From an optimization exercise on the open Yosys and OpenROAD flow, aimed at small area and a short achievable clock period; shortcuts taken in it are not production practice. Function was checked by simulation only, so behaviour that the tests miss may differ from the original. Power and IR drop assume default switching activity.

`design/flow/config.mk`:
```
export PLATFORM = sky130hd
export DESIGN_NAME = lab4_2
export DESIGN_NICKNAME = lab4_2
export VERILOG_FILES = /design/flow/design.v
export SDC_FILE = /design/flow/constraint.sdc
export NUM_CORES = 4
export LEC_CHECK = 0
export CAP_MARGIN = 20
export CORE_MARGIN = 2
export CORE_UTILIZATION = 55
export CTS_BUF_LIST = sky130_fd_sc_hd__clkbuf_8 sky130_fd_sc_hd__clkbuf_16
export CTS_CLUSTER_DIAMETER = 40
export SLEW_MARGIN = 20
```
`design/flow/constraint.sdc`:
```
create_clock -name core_clock -period 13.0 [get_ports {CLK}]
set_input_delay 2.6000 -clock core_clock [delete_from_list [all_inputs] [get_ports {CLK}]]
set_output_delay 2.6000 -clock core_clock [all_outputs]
set_load 0.01 [all_outputs]
```
`design/flow/design.v`:
```
`timescale 1ns / 1ps
module lab4_2(
  input [1:0] mode,
  input [2:0] n_gasoline_pumps,
  input [2:0] n_diesel_pumps,
  input [3:0] fuel_amount,
  input fuel_type,
  input CLK,
  input rst,
  output [0:5] pump_status,
  output is_gasoline_queue_not_full,
  output is_diesel_queue_not_full,
  output [3:0] n_cars_in_gasoline_queue,
  output [3:0] n_cars_in_diesel_queue,
  output [7:0] total_gasoline_needed,
  output [7:0] total_diesel_needed,
  output reg invalid_gasoline_car,
  output reg invalid_diesel_car,
  output reg invalid_setup_params
);
reg [5:0] gas;           
reg [5:0] dsl;           
reg g_none, d_none;      
reg [5:0] st;            
reg [2:0] rem [0:5];     
wire [3:0] cg, cd;       
wire [7:0] tg, td;       
integer j;
wire set_up = gas[0] | dsl[0];
wire [5:0] inuse = gas | dsl;
assign n_cars_in_gasoline_queue = cg | {4{g_none}};
assign n_cars_in_diesel_queue   = cd | {4{d_none}};
assign total_gasoline_needed    = tg | {8{g_none}};
assign total_diesel_needed      = td | {8{d_none}};
assign is_gasoline_queue_not_full = ~g_none & ~cg[3];
assign is_diesel_queue_not_full   = ~d_none & ~cd[3];
genvar gj;
generate for (gj = 0; gj < 6; gj = gj + 1) begin : ps
  assign pump_status[gj] = st[gj];
end endgenerate
wire proc = ~mode[1];    
wire amt_ok = fuel_amount[3] ? (fuel_amount[2:0] == 3'd0) : (fuel_amount[2:0] != 3'd0);
wire [2:0] amt = fuel_amount[2:0];
wire vg0 = mode[0] & ~fuel_type & amt_ok & ~g_none;
wire vd0 = mode[0] &  fuel_type & amt_ok & ~d_none;
wire [5:0] busy = ~st & inuse;
wire [3:0] setup_sum = {1'b0, n_gasoline_pumps} + {1'b0, n_diesel_pumps};
wire valid_setup = (setup_sum != 4'd0) && (setup_sum <= 4'd6);
wire do_setup = mode[1] & valid_setup;
reg [5:0] gas_new, use_new;
always @* begin
  for (j = 0; j < 6; j = j + 1) begin
    gas_new[j] = (n_gasoline_pumps > j);
    use_new[j] = (setup_sum > j);
  end
end
wire [5:0] tq_g, tq_d, tn_g, tn_d;
wire [17:0] hg, hd;
wire acc_g, acc_d;
lab4_2_fuel fuel_g (
  .CLK(CLK), .proc(proc), .clear(do_setup), .take_m(st & gas),
  .busy_m(~st & gas), .v(vg0), .amount(fuel_amount),
  .tq(tq_g), .tn(tn_g), .h(hg), .acc(acc_g), .cnt(cg), .total(tg));
lab4_2_fuel fuel_d (
  .CLK(CLK), .proc(proc), .clear(do_setup), .take_m(st & dsl),
  .busy_m(~st & dsl), .v(vd0), .amount(fuel_amount),
  .tq(tq_d), .tn(tn_d), .h(hd), .acc(acc_d), .cnt(cd), .total(td));
always @(posedge CLK) begin
  if (rst) begin
    gas <= 0;
    dsl <= 0;
    g_none <= 1;
    d_none <= 1;
    invalid_gasoline_car <= 0;
    invalid_diesel_car <= 0;
    invalid_setup_params <= 0;
  end else if (mode[1]) begin
    invalid_gasoline_car <= 0;
    invalid_diesel_car <= 0;
    invalid_setup_params <= ~valid_setup;
    if (valid_setup) begin
      gas <= gas_new;
      dsl <= use_new & ~gas_new;
      g_none <= (n_gasoline_pumps == 3'd0);
      d_none <= (n_diesel_pumps == 3'd0);
    end
  end else begin
    if (set_up) begin
      if (!mode[0]) invalid_setup_params <= 0;
      invalid_gasoline_car <= mode[0] & ~fuel_type & ~acc_g;
      invalid_diesel_car   <= mode[0] &  fuel_type & ~acc_d;
    end else if (mode[0]) begin
      invalid_gasoline_car <= 0;
      invalid_diesel_car <= 0;
    end
  end
end
reg [5:0] st_run;
reg [2:0] rem_run [0:5];
always @* begin
  for (j = 0; j < 6; j = j + 1) begin
    if (busy[j]) begin
      st_run[j] = (rem[j] == 3'd1);
      rem_run[j] = rem[j] - {2'b0, proc};    
    end else begin
      st_run[j] = st[j] & ~(tq_g[j] | tq_d[j] | tn_g[j] | tn_d[j]);
      rem_run[j] = tq_g[j] ? hg[3*j +: 3] : tq_d[j] ? hd[3*j +: 3] : amt;
    end
  end
end
always @(posedge CLK) begin
  if (rst) st <= 6'd0;
  else if (proc) st <= st_run;
  else if (do_setup) st <= use_new;
  for (j = 0; j < 6; j = j + 1)
    rem[j] <= rem_run[j];      
end
endmodule
module lab4_2_fuel (
  input CLK,
  input proc,                
  input clear,               
  input [5:0] take_m,        
  input [5:0] busy_m,        
  input v,                   
  input [3:0] amount,
  output reg [5:0] tq,       
  output reg [5:0] tn,       
  output reg [17:0] h,       
  output acc,                
  output reg [3:0] cnt,
  output [7:0] total
);
reg [2:0] q [0:7];
reg [6:0] tot;           
assign total = {1'b0, tot};
integer j, k;
reg [5:0] t;
reg [2:0] l [0:5];
reg [6:0] seen;
always @* begin
  for (k = 0; k < 6; k = k + 1) begin
    t[k] = (cnt > k);
    l[k] = q[k];
  end
  seen[0] = 1'b0;
  for (j = 0; j < 6; j = j + 1) begin
    tq[j] = take_m[j] & t[0];
    h[3*j +: 3] = l[0];
    seen[j + 1] = seen[j] | (take_m[j] & ~t[0]);
    if (take_m[j]) begin
      t = {1'b0, t[5:1]};
      for (k = 0; k < 5; k = k + 1) l[k] = l[k + 1];
    end
  end
end
wire none_left = seen[6];    
always @* begin
  for (j = 0; j < 6; j = j + 1) tn[j] = take_m[j] & ~tq[j] & ~seen[j] & v;
end
function [6:0] cnt6(input [5:0] m);
  reg [3:0] a, b;
  integer x, y;
  begin
    a = {m[0] & m[1] & m[2],
         (m[0] & m[1] & ~m[2]) | (m[0] & ~m[1] & m[2]) | (~m[0] & m[1] & m[2]),
         (m[0] & ~m[1] & ~m[2]) | (~m[0] & m[1] & ~m[2]) | (~m[0] & ~m[1] & m[2]),
         ~m[0] & ~m[1] & ~m[2]};
    b = {m[3] & m[4] & m[5],
         (m[3] & m[4] & ~m[5]) | (m[3] & ~m[4] & m[5]) | (~m[3] & m[4] & m[5]),
         (m[3] & ~m[4] & ~m[5]) | (~m[3] & m[4] & ~m[5]) | (~m[3] & ~m[4] & m[5]),
         ~m[3] & ~m[4] & ~m[5]};
    cnt6 = 7'd0;
    for (x = 0; x < 4; x = x + 1)
      for (y = 0; y < 4; y = y + 1)
        cnt6[x + y] = cnt6[x + y] | (a[x] & b[y]);
  end
endfunction
wire [6:0] n_oh = cnt6(take_m);
wire [6:0] nb_oh = cnt6(busy_m);
wire [2:0] n = {2'b0, take_m[0]} + take_m[1] + take_m[2] + take_m[3] + take_m[4] + take_m[5];
wire full = cnt[3] & (take_m == 6'd0);
assign acc = v & ~full;
wire enq = acc & ~none_left;
wire [3:0] left = cnt - n;      
wire [3:0] left1 = left + 4'd1;
reg [2:0] a [0:7];
reg [2:0] b [0:7];
reg [2:0] c [0:7];
always @* begin
  for (k = 0; k < 8; k = k + 1) a[k] = (proc && n[0] && k < 7) ? q[k + 1] : q[k];
  for (k = 0; k < 8; k = k + 1) b[k] = (proc && n[1] && k < 6) ? a[k + 2] : a[k];
  for (k = 0; k < 8; k = k + 1) c[k] = (proc && n[2] && k < 4) ? b[k + 4] : b[k];
end
wire [2:0] nb = {2'b0, busy_m[0]} + busy_m[1] + busy_m[2] + busy_m[3] + busy_m[4] + busy_m[5];
wire [3:0] p = {1'b0, tot[2:0]} - {1'b0, nb};             
wire [4:0] sw = {p[3], p} + {2'b0, amount[2:0]};            
wire [3:0] thi = tot[6:3];
wire [3:0] thi_m1 = thi - 4'd1;
wire [3:0] thi_p1 = thi + 4'd1;
wire up_w = (sw[4:3] == 2'b01) | ((sw[4:3] == 2'b00) & amount[3]);
wire dn_w = (sw[4:3] == 2'b11) & ~amount[3];
wire [6:0] with_car = {up_w ? thi_p1 : dn_w ? thi_m1 : thi, sw[2:0]};
wire [6:0] base = {p[3] ? thi_m1 : thi, p[2:0]};
always @(posedge CLK)
  for (k = 0; k < 8; k = k + 1)
    q[k] <= (proc && (none_left || k >= left)) ? amount[2:0] : c[k];
always @(posedge CLK) begin
  if (proc) begin
    cnt <= enq ? (none_left ? 4'd1 : left1) : (none_left ? 4'd0 : left);
    tot <= acc ? with_car : base;
  end else if (clear) begin
    cnt <= 4'd0;
    tot <= 7'd0;
  end
end
endmodule
```
`design/flow/flow/run.sh`:
```
#!/bin/bash
# Own layout flow: the standard flow (standard.sh), with three changes:
#  - synthesis maps with an area-oriented ABC script (flow/area.abc) instead
#    of ORFS's speed script; everything else in synthesis is the standard flow's
#    synth_recipe.tcl unchanged (same registers, names and cell types);
#  - Yosys's full-adder extraction is left out (ADDER_MAP_FILE empty), so ABC
#    maps the adders along with the rest of the logic;
#  - ports are buffered with buf_2 cells, and timing repair may resize
#    cells across footprints (MATCH_CELL_FOOTPRINT 0);
#  - the timing repair steps aim for a setup slack margin (SETUP_MARGIN) so
#    that the critical paths get sized up after the area-oriented mapping.
# Each tool's full output goes to a log file in this folder.
set -euo pipefail
here=$(pwd)
SETUP_MARGIN=${SETUP_MARGIN:-8.5}
{
  echo "proc abc {args} {"
  echo "  set i [lsearch -exact \$args -script]"
  echo "  if {\$i >= 0} { set args [lreplace \$args [expr {\$i + 1}] [expr {\$i + 1}] $here/flow/area.abc] }"
  echo "  yosys abc {*}\$args"
  echo "}"
  cat synth_recipe.tcl
} > own_synth.tcl
bash standard.sh SYNTH_SCRIPT=$here/own_synth.tcl ADDER_MAP_FILE= SETUP_SLACK_MARGIN=$SETUP_MARGIN MATCH_CELL_FOOTPRINT=0 TNS_END_PERCENT=20 "BUFFER_PORTS_ARGS=-inputs -outputs -buffer_cell sky130_fd_sc_hd__buf_2" finish > flow_make.log 2>&1
```
`design/flow/flow/area.abc`:
```
strash
ifraig
scorr
dc2
strash
&get -n
&dch -f
&nf -R 1000
&put
```
`design/flow/standard.sh`:
```
#!/bin/bash
# synth_recipe.tcl (not shown) runs the flow's synth.tcl, then flattens the netlist and writes it again
# the make line also repeats each setting of config.mk as NAME=value (left out here)
make -C /OpenROAD-flow-scripts/flow DESIGN_CONFIG=/design/flow/config.mk WORK_HOME=/design/flow/orfs CLKGATE_MAP_FILE= SYNTH_SCRIPT=/design/flow/synth_recipe.tcl "${@:-finish}"
```
==> results of run 1 <==
cells by family after synthesis:
logic type      synth area share (%)
simple gates                    22.7
compound gates                  24.2
flops                           31.6
mux                             11.4
xor+xnor                        7.61
buf+inv                         1.04
fa+ha+maj                       1.45
state kept, by name, summed over array words and instances, names as in the netlist, 6 cells and up:
name	count
st	6
fuel_d.tot	7
fuel_g.q	24
fuel_g.tot	7
fuel_d.q	24
dsl	6
gas	6
rem	18
final cells by class:
cell class	count	share of cell area, %
inverters	19	0.815
well taps	184	2.38
flip-flops and latches	111	27.3
repair buffers	81	5.17
multi-input cells	927	61.5
clock inverters	7	0.569
clock buffers	9	2.33
layer usage:
layer | track usage [%] | share of wire [%] | vias up
li1 | - | - | 4083
met1 | 44.9 | 45 | 4022
met2 | 48.8 | 45 | 356
met3 | 5.53 | 7.4 | 45
met4 | 11.6 | 2.5 | 0
met5 | 0 | 0 | -
Yosys cell counts (all sizes together) (13+ instances only):
master and number:
nor3 26, edfxtp 40, nor2b 13, dfxtp 71, nand2 120, or2 35
nor2 138, a31oi 14, a211oi 29, a21oi 119, nand2b 18, xor2 27
o21ai 110, xnor2 40, mux2i 82, clkinv 19, nand3 22
worst paths after layout:
kind | from | to | slack [ns] | depth (start not counted)
setup / recovery | fuel_amount[0] | fuel_d.tot[3] | 8.60 | 9
hold / removal | rem[0][1] | rem[0][1] | 0.52 | 2
setup reg to reg | st[0] | fuel_g.q[1][0] | 8.62 | 16
hold reg to reg | rem[0][1] | rem[0][1] | 0.52 | 2
what timing repair did:
item	in CTS	in global routing
pin swaps	2	10
gates resized for setup	34	63
buffers inserted	7	22
hold buffers	0	0
setup endpoints to repair	106	107
report_power, final:
part	internal [mW]	total (mW)	switching [mW]
Clock	0.133	0.277	0.144
Sequential	0.463	0.565	0.102
Combinational	0.251	0.606	0.355
worst max-delay path: stages:
cell and delay (ns):
buf_6 0.15, clkinvlp_4 0.13, buf_4 0.13, nor2_1 0.06, maj3_1 0.40, maj3_2 0.34, maj3_2 0.35, o21ai_0 0.18
nand2_1 0.15
placed cells by master (no fill, tap or decap), types with 5 or more instances in the layout:
cell type  netlist  layout
nor2_1         138     133
a21oi_1        119     116
nand2_1        120     111
o21ai_0        110     104
mux2i_1         82      82
dfxtp_1         71      64
buf_2            0      45
edfxtp_1        40      40
xnor2_1         40      38
or2_0           35      33
buf_4            2      32
a211oi_1        29      29
xor2_1          27      23
nand3_1         22      22
nor3_1          26      21
clkinv_1        19      17
nand2b_1        18      17
o22ai_1         12      12
a31oi_1         14      11
mux2_1          11      11
nor2b_1         13      10
clkbuf_16        0       9
a21o_1           8       8
o211ai_1         8       8
a22oi_1          8       8
maj3_1          12       7
and2_0          11       7
or3_1            9       7
o21a_1           6       6
a221oi_1         7       6
maj3_2           0       5
==> run_results.csv, run 1 <==
group,metric,value,unit
setup_path,cp.required,13.10,ns
clocking,root_buffer,"clkbuf_16",
drt,route.detailed.drc,0,
sta,whs,0.519,ns
status,status,"no timing/DRC/antenna violations",
global_routing,grt_pass1_wl,40300,um
place,dpl.hpwl,18300,um
place,io_buffers,49,
sta,period_share,33.9,%
sta,max_freq,227,MHz
die,die_h,127,um
clocking,cts_buffers,9,
global_routing,grt.overflow.total,0,
clocking,cts.path.max_buffers,2,
power_and_ir_drop,powerDensity,150,nW/um^2
synthesis,synthCells,1059,
place,gp_congestion,0.968,
sta,setup_slack,8.60,ns
place,dp_slack,7.29,ns
clocking,tritoncts,"built",
global_routing,first_global_vias,7374,
synthesis,synth-edff-count,40,
drt,wl,25900,um
sta,finalSetupViolCount,0,
synthesis,synthTopCellsByArea,"dfxtp_1 (17%), edfxtp_1 (14%), mux2i_1 (9.9%)",
power_and_ir_drop,p_leak,3.59,nW
global_routing,grt_max_degree,39,
drt,drt-vias-per-instance,6.36,
die,rows,44,
clocking,h-tree-depth,3,
die,die_w,127,um
setup_path,startpoint_type,"input pin",
drt,drt.antenna.violating_nets,0,
drt,drt-initial-drc-count,610,
final_layout,final_area,9670,sq um
setup_path,cp-end-kind,"flip-flop",
synthesis,async_flop_share,0,%
sta,relSlewSlack,47.4,%
drt,first_pass_iters,6,
drt,vias,8506,
place,placed_cell_area,8810,sq um
final_layout,multi_input_area,5940,sq um
setup_path,crit_arrival,4.50,ns
clocking,cts_sinks,111,
final_layout,drive_gt1_share,13.8,%
sta,rsz0062_at_grt,"true",
setup_path,cp_max_fo,16,
final_layout,fillers,1336,
synthesis,synth_ff_type,"dfxtp_1",
setup_path,worstSetupPathType,"in -> reg",
die,dieArea,16100,sq um
global_routing,antenna_found_initial,0,
final_layout,antenna_cells,0,
die,pin_count,50,
clocking,path_clk_slew,0.08,ns
sta,worst_clock_skew,0.0106,ns
final_layout,fin_util,66.1,%
sta,fin_tns_setup,0,ns
worst_hold_path,hold_path_class,"reg -> reg",
final_layout,fin_nets,1164,
final_layout,regArea,2640,sq um
synthesis,ys_seq_area_share,31.6,%
global_routing,grt_util_all_layers,31.7,%
die,start_util,56.7,%
drt,wire_per_inst,19.4,um
final_layout,area_growth,16.6,%
power_and_ir_drop,ir_drop,0.0915,mV
sta,finalHoldViolCount,0,
final_layout,layout.cells.non_filler,1338,
sta,worst_pin_slew,0.789,ns
place,dpl.cell_count,1293,
clocking,clk_latency,0.37,ns
die,core,14600,sq um
synthesis,ys_ff_latch,111,
synthesis,netlist_area,8300,sq um
synthesis,yosysWarnings,9,
job,drv_cap,0,
synthesis,synth_top_area_cell,"dfxtp_1",
sta,slew_viol_final,0,
power_and_ir_drop,finalPower,1.45,mW
synthesis,synth_area_per_cell,7.84,sq um
synthesis,synth_top_cell_area_share,17.1,%
sta,period_minus_slack,4.40,ns
synthesis,synth_cell_types,49,
synthesis,synth_nets,1074,
==> run 2, diff against run 1 <==
--- a/design/flow/flow/run.sh
+++ b/design/flow/flow/run.sh
@@ -6,5 +6,5 @@
 #  - Yosys's full-adder extraction is left out (ADDER_MAP_FILE empty), so ABC
 #    maps the adders along with the rest of the logic;
-#  - ports are buffered with buf_2 cells, and timing repair may resize
+#  - ports are buffered with buf_1 cells, and timing repair may resize
 #    cells across footprints (MATCH_CELL_FOOTPRINT 0);
 #  - the timing repair steps aim for a setup slack margin (SETUP_MARGIN) so
@@ -22,3 +22,3 @@
   cat synth_recipe.tcl
 } > own_synth.tcl
-bash standard.sh SYNTH_SCRIPT=$here/own_synth.tcl ADDER_MAP_FILE= SETUP_SLACK_MARGIN=$SETUP_MARGIN MATCH_CELL_FOOTPRINT=0 TNS_END_PERCENT=20 "BUFFER_PORTS_ARGS=-inputs -outputs -buffer_cell sky130_fd_sc_hd__buf_2" finish > flow_make.log 2>&1
+bash standard.sh SYNTH_SCRIPT=$here/own_synth.tcl ADDER_MAP_FILE= SETUP_SLACK_MARGIN=$SETUP_MARGIN MATCH_CELL_FOOTPRINT=0 "BUFFER_PORTS_ARGS=-inputs -outputs -buffer_cell sky130_fd_sc_hd__buf_1" finish > flow_make.log 2>&1
==> run 2 against run 1 <==
  * Non-clock buffer count increased by 26
  * Clock power decreased by 4%
  * Still clean on timing, DRC and antenna
  * Sequential share of layout area decreased by 0.51 points
  * Core utilization increased by 1.2 points
  * Hold slack got worse by 0.0035 ns
  * Global-route usage decreased by 0.81 points
  * First-iteration DRC count increased by 24%
  * Fmax decreased by 1.3%
  * Largest power group unchanged
  * Via count about the same
  * Synthesized area unchanged
  * Flip-flop and latch count unchanged
  * Die area unchanged
  * Highest routed layer unchanged
==> run_results.csv, run 2 <==
group,metric,value,unit
synthesis,synth_area_per_cell,7.84,sq um
die,dieArea,16100,sq um
synthesis,yosysMostFrequentCell,"nor2_1",
drt,drt.antenna.violating_nets,0,
die,die_h,127,um
synthesis,synth_cell_types,49,
sta,period_minus_slack,4.46,ns
global_routing,grt_util_all_layers,30.9,%
die,die_w,127,um
final_layout,final_common_cell,"nor2_1",
final_layout,fin_nets,1190,
power_and_ir_drop,p_sw,593,uW
sta,rsz0062_at_grt,"true",
sta,fin_tns_setup,0,ns
setup_path,cp_slowest_cell,"or4b_4",
job,drv_cap,0,
synthesis,synth_ff_type,"dfxtp_1",
synthesis,synth_common_cells,"nor2_1 (138), nand2_1 (120), a21oi_1 (119)",
place,placed_cell_area,8790,sq um
power_and_ir_drop,ir_drop,0.115,mV
clocking,cts_buffers,9,
setup_path,worstSetupPathType,"in -> reg",
die,pin_count,50,
final_layout,final_cell_mix,"nor2_1 (130), a21oi_1 (113), nand2_1 (112)",
final_layout,layout.cells.non_filler,1364,
clocking,h-tree-depth,3,
worst_hold_path,holdPathStages,2,
clocking,tritoncts,"built",
synthesis,netlist_area,8300,sq um
synthesis,synth_top_area_cell,"dfxtp_1",
drt,drt-vias-per-instance,6.24,
sta,worst_pin_slew,0.778,ns
synthesis,async_flop_share,0,%
power_and_ir_drop,swShare,41.1,%
sta,relSlewSlack,48.2,%
final_layout,final_area,9840,sq um
setup_path,path_buf_inv,2,
synthesis,synth_nets,1074,
clocking,root_buffer,"clkbuf_16",
setup_path,critical_path.cell_chain,"buf_8, buf_12, nor3_4, xor2_2, or4b_4, a41oi_4, nand2_4, a21oi_2, a21oi_2, xnor2_1, nor2_1",
final_layout,reg.largest.list,"fuel_d.q (24), fuel_g.q (24), rem (18)",
synthesis,synthTopCellsByArea,"dfxtp_1 (17%), edfxtp_1 (14%), mux2i_1 (9.9%)",
place,gp_congestion,0.932,
power_and_ir_drop,p_comb_share,42.4,%
setup_path,cp.required,13.11,ns
global_routing,first_global_vias,7229,
clocking,clk_latency,0.36,ns
power_and_ir_drop,clock_power_share,18.5,%
final_layout,area_growth,18.6,%
status,status,"no timing/DRC/antenna violations",
setup_path,worst-path-stages,11,
setup_path,cp-end-kind,"flip-flop",
die,core,14600,sq um
final_layout,drive_gt1_share,12.0,%
global_routing,grt.overflow.total,0,
clocking,path_clk_slew,0.08,ns
sta,worst_clock_skew,0.00959,ns
setup_path,cp_max_fo,5,
drt,drt-initial-drc-count,758,
sta,finalHoldViolCount,0,
power_and_ir_drop,powerDensity,147,nW/um^2
die,start_util,56.7,%
synthesis,ys_seq_area_share,31.6,%
worst_hold_path,hold_path_class,"reg -> reg",
final_layout,antenna_cells,0,
sta,setup_slack,8.54,ns
clocking,cts_sinks,111,
final_layout,fillers,1308,
synthesis,synth-edff-count,40,
setup_path,r2r_cells,17,
power_and_ir_drop,seqPwrFrac,39.2,%
clocking,cts-hold-fix-buffers,0,
setup_path,startpoint_type,"input pin",
synthesis,yosysWarnings,9,
sta,finalSetupViolCount,0,
synthesis,ys_ff_latch,111,
power_and_ir_drop,finalPower,1.45,mW
sta,slew_viol_final,0,
place,dp_slack,7.58,ns
power_and_ir_drop,p_leak,3.66,nW
die,rows,44,
drt,wl,25900,um
drt,wire_per_inst,19.0,um
setup_path,cpPeakStageDelay,0.61,ns
sta,whs,0.516,ns
setup_path,path_common_cell,"a21oi_2",
global_routing,grt_max_degree,44,
power_and_ir_drop,internal_power,852,uW
global_routing,antenna_found_initial,0,
final_layout,fin_util,67.2,%
setup_path,crit_arrival,4.57,ns
synthesis,synthCells,1059,
place,dpl.hpwl,17800,um
drt,first_pass_iters,6,
setup_path,cp_top_family,"simple AND/OR/NAND/NOR gates",
drt,route.detailed.drc,0,
place,io_buffers,49,
place,dpl.cell_count,1297,
global_routing,grt_pass1_wl,39400,um
synthesis,synth_top_cell_area_share,17.1,%
clocking,cts.path.max_buffers,2,
sta,period_share,34.3,%
drt,vias,8510,
sta,max_freq,224,MHz
## run 2: cell counts after synthesis
No cell type changed its count.
## run 2: what timing repair did
item,in CTS,in global routing
buffers inserted,10,40
cloned,0,1
endpoints found under the hold margin,0,0
pin swaps,8,17
gates resized for setup,54,47
endpoints found under the setup margin,98,89
## run 2: power groups by stage
stage                     clock [mW]  sequential, mW  combinational (mW)
final                          0.267           0.566               0.612
after global routing           0.282           0.578               0.680
after global placement             0           0.565               0.552
after detailed placement           0           0.566               0.555
after CTS                      0.270           0.560               0.577
after floorplan                    0           0.531               0.443
## run 2: worst paths after layout
kind,from,end,slack [ns]
worst max-delay path,fuel_amount[0],fuel_g.tot[5],8.54
worst min-delay path,rem[5][1],rem[5][1],0.52
worst max register to register,st[1],fuel_d.q[1][1],8.66
worst min register to register,rem[5][1],rem[5][1],0.52
## run 2: cell type report
cell class              count  area (sq um)  area share, %
multi-input cells         927          5940           60.4
clock inverters             7          45.0          0.458
repair buffers            107           689           7.00
well taps                 184           230           2.34
clock buffers               9           225           2.29
inverters                  19          77.6          0.788
flip-flops and latches    111          2640           26.8
## run 2: worst register-to-register path: stages, from the launching register on
cell	delay, ns
dfxtp_4	0.43
and2_4	0.23
nor2_1	0.13
or3_1	0.37
nand2_1	0.12
xor2_2	0.19
xor2_1	0.23
nor2_1	0.08
a31oi_2	0.26
xnor2_2	0.20
xor2_1	0.21
o21ai_1	0.13
maj3_1	0.43
and2_0	0.22
or2_4	0.29
nor3_4	0.16
buf_4	0.17
nand2b_1	0.18
## run 2: per-layer routing
metal | global-route usage, % | vias up | share of wire [%]
met2 | 48.0 | 332 | 45
met5 | 0 | - | 0
met3 | 5.27 | 39 | 7.1
met4 | 8.14 | 0 | 2.2
li1 | - | 4148 | -
met1 | 44.8 | 3991 | 46
## run 2: kinds of logic after synthesis
group                    count (synthesis)  share of synthesized area, %
AO/OA/AOI/OAI                          343                          24.2
adder cells (fa/ha/maj)                 12                          1.45
AND/OR/NAND/NOR                        410                          22.7
buffers and inverters                   21                          1.04
multiplexers                            93                          11.4
XOR/XNOR                                69                          7.61
flip-flops                             111                          31.6
==> run 3, diff against run 2 <==
==> design/flow/flow/run.sh (replaced) <==
#!/bin/bash
# Own layout flow: the standard flow (standard.sh), with three changes:
#  - synthesis maps with an area-oriented ABC script (flow/area.abc, which
#    then sizes gates for a 3.5 ns target) instead of ORFS's speed script; everything else in synthesis is the standard flow's
#    synth_recipe.tcl unchanged (same registers, names and cell types);
#  - Yosys's full-adder extraction is left out (ADDER_MAP_FILE empty), so ABC
#    maps the adders along with the rest of the logic;
#  - ports are buffered with buf_2 cells, and timing repair may resize
#    cells across footprints (MATCH_CELL_FOOTPRINT 0);
#  - the timing repair steps aim for a setup slack margin (SETUP_MARGIN) so
#    that the critical paths get sized up after the area-oriented mapping.
# Each tool's full output goes to a log file in this folder.
set -euo pipefail
here=$(pwd)
SETUP_MARGIN=${SETUP_MARGIN:-8.5}
{
  echo "proc abc {args} {"
  echo "  set i [lsearch -exact \$args -script]"
  echo "  if {\$i >= 0} { set args [lreplace \$args [expr {\$i + 1}] [expr {\$i + 1}] $here/flow/area.abc] }"
  echo "  set i [lsearch -exact \$args -D]"
  echo "  if {\$i >= 0} { set args [lreplace \$args [expr {\$i + 1}] [expr {\$i + 1}] 3500] }"
  echo "  yosys abc {*}\$args"
  echo "}"
  cat synth_recipe.tcl
} > own_synth.tcl
bash standard.sh SYNTH_SCRIPT=$here/own_synth.tcl ADDER_MAP_FILE= SETUP_SLACK_MARGIN=$SETUP_MARGIN MATCH_CELL_FOOTPRINT=0 "BUFFER_PORTS_ARGS=-inputs -outputs -buffer_cell sky130_fd_sc_hd__buf_2" finish > flow_make.log 2>&1
==> design/flow/flow/area.abc (replaced) <==
strash
ifraig
scorr
dc2
strash
&get -n
&dch -f
&nf -R 1000
&put
topo
stime -c
buffer -c
upsize -c
dnsize -c
==> run 3 against run 2 <==
  * Still clean
  * Hold slack better by 0.0051 ns
  * Register-to-register slack better by 0.05 ns
  * Core utilization is 5.5 points lower
  * Via count is 2.9% lower
  * Wire length is 1.4% higher
  * Count of clock-buffer cells in the layout stayed put
  * Sequential share of layout area is 0.58 points higher
  * Clock skew is 0.0015 ns lower
  * Setup slack better by 0.031 ns
  * Global-route usage is 0.76 points higher
  * Critical path type unchanged
  * Largest power group unchanged
==> run_results.csv, run 3 <==
group,metric,value,unit
status,status,"no timing/DRC/antenna violations",
die,die_h,130,um
drt,route.detailed.drc,0,
drt,drt-vias-per-instance,6.06,
clocking,cts-hold-fix-buffers,0,
final_layout,area_growth,10.9,%
sta,fin_tns_setup,0,ns
sta,period_share,34.1,%
clocking,cts_sinks,111,
synthesis,async_flop_share,0,%
global_routing,antenna_found_initial,0,
synthesis,synth_nets,1138,
synthesis,netlist_area,8710,sq um
drt,wl,26200,um
drt,wire_per_inst,19.2,um
clocking,path_clk_slew,0.08,ns
synthesis,synth_top_area_cell,"dfxtp_1",
final_layout,reg.largest.list,"fuel_d.q (24), fuel_g.q (24), rem (18)",
synthesis,yosys.area_share.simple,22.0,%
synthesis,synth_top_cell_area_share,16.3,%
setup_path,crit_arrival,4.67,ns
setup_path,r2r-start,"st[1]",
sta,period_minus_slack,4.43,ns
worst_hold_path,hold_path_class,"reg -> reg",
global_routing,grt_util_all_layers,31.7,%
sta,finalSetupViolCount,0,
clocking,tritoncts,"built",
sta,worst_clock_skew,0.00813,ns
synthesis,synth-compound-area-share,23.7,%
global_routing,grt_pass1_wl,40900,um
global_routing,grt_max_degree,53,
final_layout,final_cell_mix,"nor2_1 (134), a21oi_1 (114), nand2_1 (111)",
setup_path,cp_top_family,"simple AND/OR/NAND/NOR gates",
synthesis,synth_top_family_by_area,"compound AO/OA/AOI/OAI gates",
clocking,cts_buffers,9,
synthesis,yosysMostFrequentCell,"nor2_1",
power_and_ir_drop,p_leak,3.63,nW
final_layout,fin_nets,1156,
sta,finalHoldViolCount,0,
setup_path,cp_slowest_cell,"or4b_4",
clocking,cts.path.max_buffers,2,
final_layout,final_area,9660,sq um
power_and_ir_drop,powerDensity,150,nW/um^2
synthesis,synth_common_cells,"nor2_1 (136), nand2_1 (118), a21oi_1 (115)",
synthesis,synthCells,1123,
synthesis,synthTopCellsByArea,"dfxtp_1 (16%), edfxtp_1 (14%), mux2i_1 (9.4%)",
synthesis,synth.area.mux_share,10.8,%
drt,first_pass_iters,5,
synthesis,yosysWarnings,9,
die,dieArea,16900,sq um
power_and_ir_drop,ir_drop,0.105,mV
drt,drt.antenna.violating_nets,0,
place,gp_congestion,0.938,
die,pin_count,50,
sta,max_freq,226,MHz
setup_path,startpoint_type,"input pin",
final_layout,final_common_cell,"nor2_1",
drt,drt-initial-drc-count,643,
die,core,15700,sq um
clocking,clk_latency,0.36,ns
die,rows,46,
synthesis,ys_ff_latch,111,
place,io_buffers,49,
sta,setup_slack,8.57,ns
global_routing,grt.overflow.total,0,
die,die_w,130,um
place,dpl.hpwl,19200,um
setup_path,critical_path.cell_chain,"buf_4, nor3_4, xor2_1, or4b_4, nor3_1, a211o_1, a21oi_1, a221oi_1, nor2_1",
die,start_util,55.6,%
setup_path,path_buf_inv,1,
synthesis,synth-edff-count,40,
clocking,root_buffer,"clkbuf_16",
sta,slew_viol_final,0,
synthesis,ys_seq_area_share,30.1,%
sta,relSlewSlack,51.4,%
synthesis,synth_cell_types,75,
setup_path,crit_path_start,"fuel_amount[1]",
synthesis,synth_adder_area_share,1.51,%
synthesis,synthXorXnorAreaFrac,7.68,%
setup_path,cpPeakStageDelay,0.59,ns
sta,rsz0062_at_grt,"true",
final_layout,drive_gt1_share,17.4,%
synthesis,synth_area_per_cell,7.76,sq um
global_routing,first_global_vias,7492,
job,drv_cap,0,
final_layout,antenna_cells,0,
place,dp_slack,7.62,ns
drt,vias,8260,
sta,worst_pin_slew,0.726,ns
setup_path,cp_max_fo,15,
clocking,h-tree-depth,3,
place,placed_cell_area,9010,sq um
synthesis,synth_ff_type,"dfxtp_1",
setup_path,cp-end-kind,"flip-flop",
setup_path,worstSetupPathType,"in -> reg",
setup_path,cp.required,13.24,ns
worst_hold_path,min-delay-start,"invalid_gasoline_car",
[run 3: cell types whose count changed after synthesis, moves of 5 or more]
cell	change
mux2_2	+10
clkbuf_1	+52
or2_2	+33
maj3_2	+9
o21ai_0	-12
or2_0	-34
o21ai_1	+9
and2_0	-10
maj3_1	-9
clkinv_1	-18
inv_1	+17
buf_2	+5
mux2_1	-10
and2_1	+10
[run 3: final cells by class]
class,count,area [sq um]
fillers,1492,5990
multi-input cells,927,5940
flip-flops and latches,111,2640
clock buffers,9,225
inverters,19,78.8
clock inverters,7,58.8
repair buffers,73,445
well taps,216,270
[run 3: through the flow]
stage	hold WS (ns)	cells	utilization (%)	power (mW)
finish	0.521	1362	61.7	1.45
global route	0.552	1362	61.7	1.55
CTS	0.518	1352	60.5	1.44
detailed placement	0.503	1329	57.6	1.16
global placement	0.499	1329	57.6	1.15
floorplan	0.466	1123	-	1.00
[run 3: repair_timing]
action / CTS / global route
resized for setup: 38 / 30
pin swaps: 2 / 4
setup endpoints to repair: 95 / 65
buffers inserted: 7 / 10
[run 3: cell families (layout without fill, tap and decap cells)]
logic type	count (synthesis)	count (layout)
simple gates	410	410
compound gates	343	343
flops	111	111
mux	93	93
buf+inv	85	108
xor+xnor	69	69
fa+ha+maj	12	12
[run 3: worst register-to-register path, stage by stage, from the launching register on]
cell and delay (ns):
dfxtp_4 0.45, and2_4 0.25, nor2_2 0.10, or3_4 0.34
nand2_1 0.11, xor2_2 0.22, xor2_2 0.19, nor2_1 0.07
a31oi_2 0.24, xnor2_2 0.21, xor2_2 0.24, o21ai_2 0.11
maj3_2 0.35, nor2_4 0.16, and2b_2 0.31, nor3_4 0.21
o21ai_2 0.14, o211ai_1 0.20, o21ai_1 0.12
[run 3: path summary, 6_finish.rpt]
path | end | slack (ns) | cells past startpoint
setup / recovery | st[5] | 8.57 | 9
hold / removal | invalid_gasoline_car | 0.52 | 2
setup reg to reg | fuel_d.q[0][2] | 8.71 | 18
hold reg to reg | invalid_gasoline_car | 0.52 | 2
[run 3: power by group]
| group | switching (mW) | internal [mW] |
|---|---|---|
| logic | 0.350 | 0.257 |
| registers | 0.104 | 0.463 |
| clock network | 0.140 | 0.133 |
| total | 0.594 | 0.853 |
[run 3: metal layers]
metal / vias to the layer above / global-route usage (%) / share of wire [%]
met3: 42 / 6.07 / 6.6
met4: 0 / 10.8 / 2.7
met5: - / 0 / 0
li1: 4079 / - / -
met1: 3882 / 43.7 / 45
met2: 257 / 50.0 / 46
==> run 4, diff against run 3 <==
--- a/design/flow/design.v
+++ b/design/flow/design.v
@@ -21,5 +21,4 @@
 reg [5:0] gas;           
 reg [5:0] dsl;           
-reg g_none, d_none;      
 reg [5:0] st;            
 reg [2:0] rem [0:5];     
@@ -28,4 +27,6 @@
 integer j;
 wire set_up = gas[0] | dsl[0];
+wire g_none = ~gas[0];    
+wire d_none = ~|dsl;
 wire [5:0] inuse = gas | dsl;
 assign n_cars_in_gasoline_queue = cg | {4{g_none}};
@@ -70,6 +71,4 @@
     gas <= 0;
     dsl <= 0;
-    g_none <= 1;
-    d_none <= 1;
     invalid_gasoline_car <= 0;
     invalid_diesel_car <= 0;
@@ -82,6 +81,4 @@
       gas <= gas_new;
       dsl <= use_new & ~gas_new;
-      g_none <= (n_gasoline_pumps == 3'd0);
-      d_none <= (n_diesel_pumps == 3'd0);
     end
   end else begin
@@ -159,24 +156,4 @@
   for (j = 0; j < 6; j = j + 1) tn[j] = take_m[j] & ~tq[j] & ~seen[j] & v;
 end
-function [6:0] cnt6(input [5:0] m);
-  reg [3:0] a, b;
-  integer x, y;
-  begin
-    a = {m[0] & m[1] & m[2],
-         (m[0] & m[1] & ~m[2]) | (m[0] & ~m[1] & m[2]) | (~m[0] & m[1] & m[2]),
-         (m[0] & ~m[1] & ~m[2]) | (~m[0] & m[1] & ~m[2]) | (~m[0] & ~m[1] & m[2]),
-         ~m[0] & ~m[1] & ~m[2]};
-    b = {m[3] & m[4] & m[5],
-         (m[3] & m[4] & ~m[5]) | (m[3] & ~m[4] & m[5]) | (~m[3] & m[4] & m[5]),
-         (m[3] & ~m[4] & ~m[5]) | (~m[3] & m[4] & ~m[5]) | (~m[3] & ~m[4] & m[5]),
-         ~m[3] & ~m[4] & ~m[5]};
-    cnt6 = 7'd0;
-    for (x = 0; x < 4; x = x + 1)
-      for (y = 0; y < 4; y = y + 1)
-        cnt6[x + y] = cnt6[x + y] | (a[x] & b[y]);
-  end
-endfunction
-wire [6:0] n_oh = cnt6(take_m);
-wire [6:0] nb_oh = cnt6(busy_m);
 wire [2:0] n = {2'b0, take_m[0]} + take_m[1] + take_m[2] + take_m[3] + take_m[4] + take_m[5];
 wire full = cnt[3] & (take_m == 6'd0);
==> run 4 against run 3 <==
  * Still clean
  * First-iteration DRC count up 12%
  * Die area fell by 1.3%
  * Non-clock buffer count shrank 6
  * Critical endpoint is now fuel_g.q[0][2]
==> run_results.csv, run 4 <==
group,metric,value,unit
global_routing,antenna_found_initial,0,
global_routing,grt_util_all_layers,32.0,%
setup_path,r2r-start,"dsl[1]",
synthesis,synth_common_cells,"nor2_1 (136), nand2_1 (132), a21oi_1 (107)",
synthesis,synth_nets,1126,
setup_path,cp-end-kind,"flip-flop",
setup_path,crit_arrival,4.51,ns
final_layout,antenna_cells,0,
clocking,cts.path.max_buffers,2,
sta,rsz0062_at_grt,"true",
power_and_ir_drop,p_leak,3.48,nW
final_layout,layout.cells.non_filler,1345,
setup_path,path_buf_inv,2,
sta,worst_pin_slew,0.864,ns
sta,period_minus_slack,4.42,ns
worst_hold_path,min-delay-start,"invalid_diesel_car",
clocking,h-tree-depth,3,
sta,fin_tns_setup,0,ns
worst_hold_path,hold_end,"invalid_diesel_car",
die,pin_count,50,
synthesis,synth_top_area_cell,"dfxtp_1",
clocking,clk_latency,0.37,ns
global_routing,grt.overflow.total,0,
sta,setup_slack,8.58,ns
drt,vias,8376,
die,start_util,56.3,%
drt,dr_wl_met2,11800,um
global_routing,grt_max_degree,42,
sta,finalHoldViolCount,0,
sta,finalSetupViolCount,0,
worst_hold_path,hold_path_class,"reg -> reg",
sta,slew_viol_final,0,
power_and_ir_drop,powerDensity,162,nW/um^2
setup_path,r2r_end,"fuel_d.q[1][0]",
final_layout,area_growth,10.3,%
synthesis,async_flop_share,0,%
sta,period_share,34.0,%
global_routing,grt_pass1_wl,41100,um
final_layout,final_common_cell,"nor2_1",
final_layout,multi_input_area,5850,sq um
setup_path,worstSetupPathType,"in -> reg",
job,drv_cap,0,
drt,highest_layer,"met4",
setup_path,cp_slowest_cell,"buf_4",
synthesis,synthCells,1111,
power_and_ir_drop,ir_drop,0.105,mV
clocking,path_clk_slew,0.08,ns
synthesis,synth_area_per_cell,7.73,sq um
place,dp_slack,7.77,ns
die,die_h,129,um
drt,route.detailed.drc,0,
place,dpl.hpwl,19600,um
clocking,cts_buffers,9,
synthesis,synthTopCellsByArea,"dfxtp_1 (16%), edfxtp_1 (14%), mux2i_1 (9.0%)",
final_layout,fillers,1427,
synthesis,synth_cell_types,74,
clocking,cts_sinks,109,
setup_path,critical_path.cell_chain,"clkbuf_4, buf_4, or2b_1, nand2_1, o22ai_1, a21oi_1, nor2_1, a21oi_1",
synthesis,ys_seq_area_share,30.1,%
drt,dr_wl_met3,1880,um
setup_path,path_common_cell,"a21oi_1",
drt,drt-initial-drc-count,723,
die,die_w,129,um
synthesis,yosysMostFrequentCell,"nor2_1",
drt,drt.antenna.violating_nets,0,
place,io_buffers,49,
clocking,root_buffer,"clkbuf_16",
final_layout,fin_nets,1144,
synthesis,synth-edff-count,40,
setup_path,cp_max_fo,41,
setup_path,cpPeakStageDelay,0.50,ns
sta,whs,0.512,ns
synthesis,synth_top_cell_area_share,16.1,%
clocking,tritoncts,"built",
global_routing,first_global_vias,7465,
drt,first_pass_iters,5,
final_layout,drive_gt1_share,14.7,%
drt,wl,26600,um
sta,relSlewSlack,42.0,%
setup_path,cp_top_family,"buffers and inverters",
setup_path,startpoint_type,"input pin",
synthesis,netlist_area,8590,sq um
synthesis,synth_ff_type,"dfxtp_1",
final_layout,regArea,2590,sq um
sta,max_freq,226,MHz
setup_path,r2r_cells,19,
die,dieArea,16600,sq um
final_layout,reg.largest.list,"fuel_d.q (24), fuel_g.q (24), rem (18)",
die,core,15300,sq um
worst_hold_path,holdPathStages,2,
drt,drt-vias-per-instance,6.23,
final_layout,final_cell_mix,"nor2_1 (131), nand2_1 (129), a21oi_1 (107)",
setup_path,reg2reg_setup_slack,8.69,ns
synthesis,yosysWarnings,9,
drt,wire_per_inst,19.8,um
status,status,"no timing/DRC/antenna violations",
sta,worst_clock_skew,0.0116,ns
synthesis,ys_ff_latch,109,
setup_path,cp.required,13.09,ns
place,dpl.cell_count,1316,
drt,wl_met1,12200,um
die,rows,45,
place,gp_congestion,0.933,
==> run 4: changes by cell type in the layout (fill, tap and decap cells not counted), sizes merged, moves of 8 or more <==
| cell | before | now |
|---|---|---|
| nand2b | 17 | 35 |
| or2 | 35 | 7 |
| nand3 | 22 | 12 |
| buf | 73 | 65 |
| nand2 | 120 | 136 |
| a21oi | 119 | 109 |
| o21ai | 110 | 99 |
==> run 4: area by class of cell <==
type                       instances  area share (%)
sequential                       109            27.4
clock inverter                     7           0.911
multi-input combinational        926            61.7
clock buffer                       9            2.38
inverter                          16           0.713
tap                              211            2.79
timing repair buffer              67            4.16
==> run 4: tightest hold or removal path, delay by kind of cell (launching register included) <==
family          cells  cell delay, ns
flops               1            0.31
simple gates        1            0.05
compound gates      1            0.11
==> run 4: through the flow <==
stage | total power, mW | cell area, sq um | utilization, %
global placement | 1.23 | 8890 | 58.3
finish | 1.54 | 9480 | 62.1
CTS | 1.52 | 9300 | 61.0
detailed placement | 1.23 | 8890 | 58.3
floorplan | 1.06 | 8600 | -
global route | 1.64 | 9480 | 62.1
==> run 4: what timing repair did <==
action / CTS / global route
setup buffers: 4 / 9
setup endpoints to repair: 57 / 82
gates resized for setup: 20 / 29
pin swaps: 2 / 7
hold buffers: 0 / 0
==> run 4: logic make-up (layout without fill, tap and decap cells) <==
logic type / Yosys count / in the layout / synth area share [%]
adders and majority gates: 10 / 10 / 1.27
buffers and inverters: 76 / 99 / 3.61
xor gates and xnor gates: 68 / 68 / 7.51
and+or+nand+nor: 428 / 428 / 23.6
DFF: 109 / 109 / 30.1
muxes: 87 / 87 / 10.3
AOI/OAI and AO/OA: 333 / 333 / 23.7
==> run 4: how the worst max path moves through the flow <==
stage	endpoint	start	depth (start not counted)	slack, ns
6_report	fuel_g.q[0][2]	mode[1]	8	8.58
3_3_place_gp	fuel_d.tot[5]	fuel_amount[0]	9	7.92
4_1_cts	fuel_g.q[0][1]	mode[1]	7	8.49
5_1_grt	fuel_g.q[0][1]	mode[1]	8	8.46
3_5_place_dp	fuel_d.tot[5]	fuel_amount[1]	9	7.77
2_1_floorplan	fuel_d.q[0][0]	mode[1]	7	8.52
==> run 4: where the power goes <==
part / total [mW] / switching (mW) / internal, mW
Sequential: 0.581 / 0.116 / 0.465
Combinational: 0.671 / 0.394 / 0.277
Clock: 0.286 / 0.148 / 0.138
Total: 1.54 / 0.658 / 0.881
==> run 4: per-layer routing <==
layer / GRT usage (%) / up-vias
li1: - / 4053
met1: 46.5 / 3957
met2: 49.0 / 321
met3: 4.74 / 45
met4: 10.2 / 0
met5: 0 / -
==> run 5, diff against run 4 <==
--- a/design/flow/design.v
+++ b/design/flow/design.v
@@ -161,5 +161,4 @@
 wire enq = acc & ~none_left;
 wire [3:0] left = cnt - n;      
-wire [3:0] left1 = left + 4'd1;
 reg [2:0] a [0:7];
 reg [2:0] b [0:7];
@@ -185,5 +184,5 @@
 always @(posedge CLK) begin
   if (proc) begin
-    cnt <= enq ? (none_left ? 4'd1 : left1) : (none_left ? 4'd0 : left);
+    cnt <= none_left ? 4'd0 : left + enq;    
     tot <= acc ? with_car : base;
   end else if (clear) begin
==> run 5 against run 4 <==
  * Critical endpoint is now fuel_g.cnt[1]
  * Wire length is 3.3% lower
  * Sequential power hardly changed
  * Still clean
  * Count of clock-buffer cells in the layout is 1 higher
==> run_results.csv, run 5 <==
group,metric,value,unit
synthesis,synth_area_per_cell,7.68,sq um
synthesis,yosys.area_share.simple,22.5,%
sta,rsz0062_at_grt,"false",
place,io_buffers,49,
die,start_util,55.6,%
synthesis,synth_ff_type,"dfxtp_1",
setup_path,cp.required,13.09,ns
sta,slew_viol_final,0,
final_layout,fin_util,61.4,%
drt,drt-initial-drc-count,586,
clocking,path_clk_slew,0.07,ns
setup_path,critical_path.cell_chain,"clkbuf_4, nor3_2, xnor2_2, nand3_2, a41o_1, nor3_1, xor2_1, nor3_1",
synthesis,synth_top_family_by_area,"compound AO/OA/AOI/OAI gates",
synthesis,netlist_area,8740,sq um
synthesis,ys_ff_latch,109,
final_layout,fillers,1504,
setup_path,worst-path-stages,8,
setup_path,cp-end-kind,"flip-flop",
global_routing,grt_max_degree,63,
power_and_ir_drop,p_leak,3.79,nW
sta,relSlewSlack,42.6,%
sta,finalSetupViolCount,0,
final_layout,fin_nets,1171,
setup_path,cpPeakStageDelay,0.36,ns
synthesis,synthCells,1139,
setup_path,crit_path_start,"fuel_amount[1]",
final_layout,drive_gt1_share,15.5,%
synthesis,synth_adder_area_share,1.53,%
drt,drt.antenna.violating_nets,0,
synthesis,ys_seq_area_share,29.5,%
sta,period_share,33.4,%
final_layout,final_common_cell,"nor2_1",
die,dieArea,16900,sq um
synthesis,synth-compound-area-share,23.5,%
sta,max_freq,230,MHz
drt,drt-vias-per-instance,6.03,
drt,vias,8300,
worst_hold_path,hold_path_class,"reg -> reg",
synthesis,synth_nets,1154,
final_layout,antenna_cells,0,
clocking,cts-hold-fix-buffers,0,
clocking,h-tree-depth,3,
place,gp_congestion,0.941,
sta,worst_clock_skew,0.00927,ns
global_routing,first_global_vias,7335,
global_routing,grt_util_all_layers,30.2,%
job,drv_cap,0,
setup_path,worstSetupPathType,"in -> reg",
drt,wire_per_inst,18.7,um
synthesis,synthTopCellsByArea,"dfxtp_1 (16%), edfxtp_1 (14%), mux2i_1 (9.5%)",
power_and_ir_drop,ir_drop,0.0996,mV
synthesis,synth-edff-count,40,
sta,worst_pin_slew,0.858,ns
final_layout,final_cell_mix,"nor2_1 (146), a21oi_1 (117), nand2_1 (114)",
die,die_w,130,um
die,rows,46,
sta,fin_tns_setup,0,ns
clocking,clk_latency,0.36,ns
clocking,cts.path.max_buffers,2,
die,core,15700,sq um
setup_path,crit_arrival,4.43,ns
power_and_ir_drop,powerDensity,163,nW/um^2
setup_path,reg2reg_setup_slack,8.74,ns
status,status,"no timing/DRC/antenna violations",
synthesis,async_flop_share,0,%
die,die_h,130,um
setup_path,r2r_cells,18,
setup_path,endpoint,"fuel_g.cnt[1]",
clocking,cts_sinks,109,
sta,finalHoldViolCount,0,
place,dpl.hpwl,18500,um
setup_path,path_buf_inv,1,
synthesis,synth_common_cells,"nor2_1 (148), nand2_1 (120), a21oi_1 (117)",
setup_path,startpoint_type,"input pin",
final_layout,reg.largest.list,"fuel_d.q (24), fuel_g.q (24), rem (18)",
synthesis,yosysMostFrequentCell,"nor2_1",
global_routing,grt_pass1_wl,39600,um
drt,first_pass_iters,6,
setup_path,cp_top_family,"simple AND/OR/NAND/NOR gates",
setup_path,cp_slowest_cell,"a41o_1",
final_layout,area_growth,10.3,%
synthesis,synthXorXnorAreaFrac,7.39,%
synthesis,synth_top_cell_area_share,15.8,%
worst_hold_path,holdPathStages,2,
synthesis,synth_top_area_cell,"dfxtp_1",
die,pin_count,50,
clocking,root_buffer,"clkbuf_16",
drt,wl,25700,um
setup_path,cp_max_fo,21,
setup_path,r2r_end,"fuel_g.q[0][1]",
synthesis,yosysWarnings,9,
clocking,cts_buffers,9,
clocking,tritoncts,"built",
drt,route.detailed.drc,0,
setup_path,path_common_cell,"nor3_1",
sta,period_minus_slack,4.34,ns
synthesis,synth_cell_types,76,
global_routing,grt.overflow.total,0,
global_routing,antenna_found_initial,0,
setup_path,r2r-start,"st[1]",
synthesis,synth.area.mux_share,11.2,%
==> run 5: changes by cell type in the layout (fill, tap and decap cells not counted), moves of 6 or more <==
cell / previous run / this run
buf_4: 19 / 26
nand2_1: 129 / 114
o21ai_0: 81 / 101
mux2i_1: 77 / 83
o21ai_1: 15 / 7
nor2_2: 7 / 0
a221oi_1: 13 / 6
nor2_1: 131 / 146
o211ai_1: 12 / 6
nand3_1: 11 / 18
a21oi_1: 107 / 117
==> run 5: repair_timing <==
action                                  4_1_cts  5_1_grt
setup buffers                                 3       17
pin swaps                                     2        5
gates resized for setup                      27       30
hold endpoints to repair                      0        0
endpoints found under the setup margin       84       84
==> run 5: worst min-delay path by stage <==
stage                   start   endpoint  slack, ns
floorplan              gas[3]     gas[3]       0.45
global placement       gas[3]     gas[3]       0.49
detailed placement  rem[4][1]  rem[4][1]       0.50
CTS                    gas[3]     gas[3]       0.51
global route           gas[3]     gas[3]       0.54
finish                 gas[3]     gas[3]       0.51
==> run 5: kinds of logic after synthesis <==
| kind of cell | after synthesis |
|---|---|
| buffers and inverters | 86 |
| and+or+nand+nor | 422 |
| DFF | 109 |
| xor gates and xnor gates | 68 |
| muxes | 96 |
| adders and majority gates | 12 |
| AOI/OAI and AO/OA | 346 |
==> run 5: power breakdown <==
part	switching, mW	total [mW]	internal [mW]
Clock	0.132	0.286	0.154
Sequential	0.113	0.583	0.471
Combinational	0.409	0.703	0.294
==> run 5: stage by stage <==
| stage | instance area, sq um | hold WS (ns) | power [mW] | setup WS [ns] | cells |
|---|---|---|---|---|---|
| final | 9640 | 0.514 | 1.57 | 8.66 | 1377 |
| after global routing | 9640 | 0.536 | 1.68 | 8.50 | 1377 |
| after CTS | 9410 | 0.512 | 1.56 | 8.47 | 1360 |
| after detailed placement | 9010 | 0.499 | 1.27 | 7.59 | 1341 |
| after global placement | 9010 | 0.494 | 1.26 | 7.77 | 1341 |
| after floorplan | 8770 | 0.453 | 1.10 | 8.52 | 1139 |
==> run 5: area by class of cell <==
type	count	area, sq um	share of cell area, %
Multi-Input combinational cell	944	5950	61.7
Sequential cell	109	2610	27.0
Inverter	17	73.8	0.766
Tap cell	216	270	2.80
Timing Repair Buffer	75	449	4.66
Clock buffer	10	239	2.48
Clock inverter	6	56.3	0.584
==> run 5: per-layer routing <==
layer,wire length [um],vias up,global-route usage [%]
li1,-,4113,-
met1,11800,3833,42.4
met2,11600,305,48.2
met3,1700,49,3.81
met4,563,0,10.1
met5,0,-,0
==> run 5: worst min-delay path, cell delays in order, from the launching register on <==
cell,delay (ns)
dfxtp_1,0.35
nand2_1,0.07
a21oi_1,0.05
==> run 6, diff against run 5 <==
--- a/design/flow/design.v
+++ b/design/flow/design.v
@@ -161,4 +161,5 @@
 wire enq = acc & ~none_left;
 wire [3:0] left = cnt - n;      
+wire [3:0] left1 = left + 4'd1;
 reg [2:0] a [0:7];
 reg [2:0] b [0:7];
@@ -184,5 +185,5 @@
 always @(posedge CLK) begin
   if (proc) begin
-    cnt <= none_left ? 4'd0 : left + enq;    
+    cnt <= enq ? (none_left ? 4'd1 : left1) : (none_left ? 4'd0 : left);
     tot <= acc ? with_car : base;
   end else if (clear) begin
--- a/design/flow/flow/run.sh
+++ b/design/flow/flow/run.sh
@@ -1,6 +1,6 @@
 #!/bin/bash
 # Own layout flow: the standard flow (standard.sh), with three changes:
-#  - synthesis maps with an area-oriented ABC script (flow/area.abc, which
-#    then sizes gates for a 3.5 ns target) instead of ORFS's speed script; everything else in synthesis is the standard flow's
+#  - synthesis maps with an area-oriented ABC script (flow/area.abc) instead
+#    of ORFS's speed script; everything else in synthesis is the standard flow's
 #    synth_recipe.tcl unchanged (same registers, names and cell types);
 #  - Yosys's full-adder extraction is left out (ADDER_MAP_FILE empty), so ABC
@@ -18,6 +18,4 @@
   echo "  set i [lsearch -exact \$args -script]"
   echo "  if {\$i >= 0} { set args [lreplace \$args [expr {\$i + 1}] [expr {\$i + 1}] $here/flow/area.abc] }"
-  echo "  set i [lsearch -exact \$args -D]"
-  echo "  if {\$i >= 0} { set args [lreplace \$args [expr {\$i + 1}] [expr {\$i + 1}] 3500] }"
   echo "  yosys abc {*}\$args"
   echo "}"
==> design/flow/flow/area.abc (replaced) <==
strash
ifraig
scorr
dc2
strash
&get -n
&dch -f
&nf -R 1000
&put
==> run 6 against run 5 <==
  * Hold slack better by 0.0057 ns
  * Combinational power down 3.0%
  * Largest power group unchanged
  * Highest routed layer unchanged
  * Clock skew about the same
  * Flip-flop and latch count unchanged
  * Critical endpoint is now st[5]
  * Global-route usage up 1.8 points
==> run_results.csv, run 6 <==
group,metric,value,unit
synthesis,synth_nets,1068,
synthesis,synth_common_cells,"nor2_1 (143), nand2_1 (136), a21oi_1 (109)",
clocking,cts-hold-fix-buffers,0,
drt,vias,8354,
drt,wire_per_inst,19.5,um
setup_path,r2r_cells,16,
sta,relSlewSlack,35.4,%
global_routing,grt_util_all_layers,31.9,%
power_and_ir_drop,powerDensity,163,nW/um^2
synthesis,ys_ff_latch,109,
clocking,tritoncts,"built",
clocking,cts.path.max_buffers,2,
setup_path,startpoint_type,"input pin",
power_and_ir_drop,p_comb_share,43.7,%
sta,slew_viol_final,0,
sta,finalHoldViolCount,0,
global_routing,grt_pass1_wl,40800,um
place,dpl.hpwl,18500,um
sta,worst_clock_skew,0.00976,ns
power_and_ir_drop,p_sw,645,uW
synthesis,netlist_area,8230,sq um
drt,drt.antenna.violating_nets,0,
drt,drt-vias-per-instance,6.29,
global_routing,gr-usage-met1,44.6,%
clocking,cts_sinks,109,
drt,route.detailed.drc,0,
sta,rsz0062_at_grt,"true",
power_and_ir_drop,ir_drop,0.121,mV
global_routing,met3_usage,5.82,%
die,die_w,126,um
clocking,root_buffer,"clkbuf_16",
die,die_h,126,um
final_layout,area_growth,16.5,%
sta,max_freq,227,MHz
die,rows,44,
setup_path,cp_top_family,"simple AND/OR/NAND/NOR gates",
global_routing,antenna_found_initial,0,
power_and_ir_drop,internal_power,916,uW
global_routing,gr-max-usage-layer,"met2",
die,pin_count,50,
worst_hold_path,holdPathStages,2,
synthesis,synthTopCellsByArea,"dfxtp_1 (17%), edfxtp_1 (15%), mux2i_1 (9.4%)",
synthesis,async_flop_share,0,%
setup_path,worstSetupPathType,"in -> reg",
power_and_ir_drop,p_leak,3.52,nW
sta,whs,0.520,ns
setup_path,crit_arrival,4.65,ns
sta,period_minus_slack,4.41,ns
die,core,14600,sq um
synthesis,synth_top_area_cell,"dfxtp_1",
drt,drt-initial-drc-count,669,
clocking,clk_latency,0.36,ns
setup_path,cpPeakStageDelay,0.50,ns
setup_path,cp_slowest_cell,"or4b_1",
drt,first_pass_iters,5,
synthesis,synth_ff_type,"dfxtp_1",
final_layout,final_cell_mix,"nor2_1 (130), nand2_1 (124), a21oi_1 (106)",
synthesis,synthCells,1053,
sta,finalSetupViolCount,0,
place,io_buffers,49,
global_routing,grt_max_degree,73,
worst_hold_path,hold_path_class,"reg -> reg",
setup_path,cp-end-kind,"flip-flop",
setup_path,cp.required,13.24,ns
global_routing,grt.overflow.total,0,
clocking,path_clk_slew,0.07,ns
setup_path,cp_max_fo,15,
synthesis,yosysWarnings,9,
final_layout,reg.largest.list,"fuel_d.q (24), fuel_g.q (24), rem (18)",
sta,fin_tns_setup,0,ns
synthesis,synth-edff-count,40,
die,start_util,56.4,%
global_routing,use_met2,49.9,%
setup_path,critical_path.cell_chain,"clkbuf_4, nor3_2, xnor2_1, nand3_2, or4b_1, nand4b_1, a31oi_1, a21oi_2, nor2_1, a221oi_1, nor2_1",
synthesis,synth_cell_types,56,
status,status,"no timing/DRC/antenna violations",
drt,wl,25900,um
synthesis,synth_area_per_cell,7.81,sq um
final_layout,final_common_cell,"nor2_1",
final_layout,regArea,2600,sq um
place,gp_congestion,0.941,
global_routing,first_global_vias,7571,
clocking,cts_buffers,9,
sta,period_share,33.9,%
die,dieArea,16000,sq um
synthesis,ys_seq_area_share,31.4,%
power_and_ir_drop,seqPwrFrac,36.9,%
final_layout,antenna_cells,0,
setup_path,path_buf_inv,1,
final_layout,fillers,1313,
setup_path,path_common_cell,"nor2_1",
clocking,h-tree-depth,3,
synthesis,yosysMostFrequentCell,"nor2_1",
final_layout,fin_nets,1154,
final_layout,drive_gt1_share,13.9,%
power_and_ir_drop,clock_power_share,19.5,%
synthesis,synth_top_cell_area_share,16.8,%
sta,worst_pin_slew,0.959,ns
final_layout,multi_input_area,5870,sq um
power_and_ir_drop,swShare,41.3,%
setup_path,worst-path-stages,11,
job,drv_cap,0,
## run 6: cell families (layout without fill, tap and decap cells)
family,count (synthesis),in the layout,share of synthesized area [%]
buf+inv,18,109,0.913
compound gates,333,333,24.5
fa+ha+maj,10,10,1.22
flops,109,109,31.4
xor+xnor,68,68,7.57
simple gates,428,428,23.7
mux,87,87,10.7
## run 6: power by group through the flow
stage,sequential (mW),combinational [mW],clock [mW]
finish,0.575,0.682,0.304
global route,0.587,0.761,0.318
CTS,0.569,0.644,0.306
detailed placement,0.576,0.625,0
global placement,0.574,0.621,0
floorplan,0.536,0.489,0
## run 6: path summary, 6_finish.rpt
| path | from | end | slack (ns) |
|---|---|---|---|
| setup / recovery | fuel_amount[1] | st[5] | 8.59 |
| hold / removal | rem[4][1] | rem[4][1] | 0.52 |
| setup reg to reg | st[0] | fuel_g.q[0][0] | 8.73 |
| hold reg to reg | rem[4][1] | rem[4][1] | 0.52 |
## run 6: area by class of cell
cell class / count / area share [%]
Clock buffer: 9 / 2.35
Timing Repair Buffer: 77 / 5.13
Inverter: 16 / 0.705
Sequential cell: 109 / 27.1
Clock inverter: 7 / 1.04
Tap cell: 184 / 2.40
Multi-Input combinational cell: 926 / 61.3
## run 6: timing repair
item | in CTS | in global routing
hold endpoints to repair | 0 | 0
setup endpoints to repair | 85 | 73
pin swaps | 6 | 11
setup buffers | 10 | 15
resized for setup | 48 | 53
## run 6: layer usage
metal	vias up	part of all wire, %
met3	52	7.4
met2	357	45
met5	-	0
met1	3881	45
met4	0	2.6
li1	4064	-
## run 6: worst reg2reg max path: stages (launching register included)
cell     delay [ns]
dfxtp_4        0.46
and2_4         0.28
nor2_2         0.09
nor3_1         0.22
nor2b_1        0.11
xnor2_2        0.19
xor2_1         0.26
nor2_1         0.09
a31oi_2        0.28
xor2_2         0.23
xor2_1         0.28
o21ai_0        0.18
xnor2_1        0.29
nor2_2         0.13
or3_4          0.43
nor3_4         0.24
or3_1          0.22
## run 6: through the flow
| step | cell area (sq um) | std cells | setup slack (ns) | util, % | power (mW) |
|---|---|---|---|---|---|
| 3_5_place_dp | 8730 | 1287 | 7.70 | 59.9 | 1.20 |
| 4_1_cts | 9310 | 1313 | 8.51 | 63.8 | 1.52 |
| 5_1_grt | 9580 | 1328 | 8.47 | 65.7 | 1.67 |
| 2_1_floorplan | 8250 | 1053 | 8.51 | - | 1.03 |
| 3_3_place_gp | 8730 | 1287 | 7.80 | 59.9 | 1.19 |
| 6_report | 9580 | 1328 | 8.59 | 65.7 | 1.56 |

-- separate check: timing with driven ports --
No port has a modelled driver above. Below, the same layouts with a new extraction and two added sets of constraints. Step 1 assumes that a clkbuf_16 drives the clock port and a buf_2 every other input. Step 2 adds t to the input delays and takes it off the output delays; t is the mean of the earliest and latest rising clock arrival at the registers after step 1. Input paths then give back, and output paths get back, about the clock's delay inside the block. Slacks: ideal / step 1 / step 2; pairs: ideal / step 1.
run	shift t [ns]	slack for setup (ns)	hold WS [ns]	latest minus earliest clock arrival (ns)	worst register clock-pin slew, ns
run 1	0.412	8.596 / 8.610 / 8.197	0.519 / 0.519 / 0.519	0.011 / 0.011	0.08 / 0.08
run 2	0.405	8.538 / 8.546 / 8.141	0.516 / 0.516 / 0.516	0.010 / 0.009	0.08 / 0.08
run 3	0.407	8.569 / 8.594 / 8.187	0.521 / 0.521 / 0.521	0.008 / 0.008	0.08 / 0.08
run 4	0.409	8.583 / 8.603 / 8.193	0.512 / 0.512 / 0.512	0.013 / 0.013	0.09 / 0.09
run 5	0.400	8.656 / 8.635 / 8.283	0.514 / 0.514 / 0.514	0.010 / 0.010	0.08 / 0.08
run 6	0.402	8.590 / 8.614 / 8.212	0.520 / 0.520 / 0.520	0.010 / 0.011	0.08 / 0.08
After both steps every run listed still meets setup and hold. The setup slack of run 1, which loses most, moves by +0.014 ns with the drivers and by -0.399 ns with both steps.
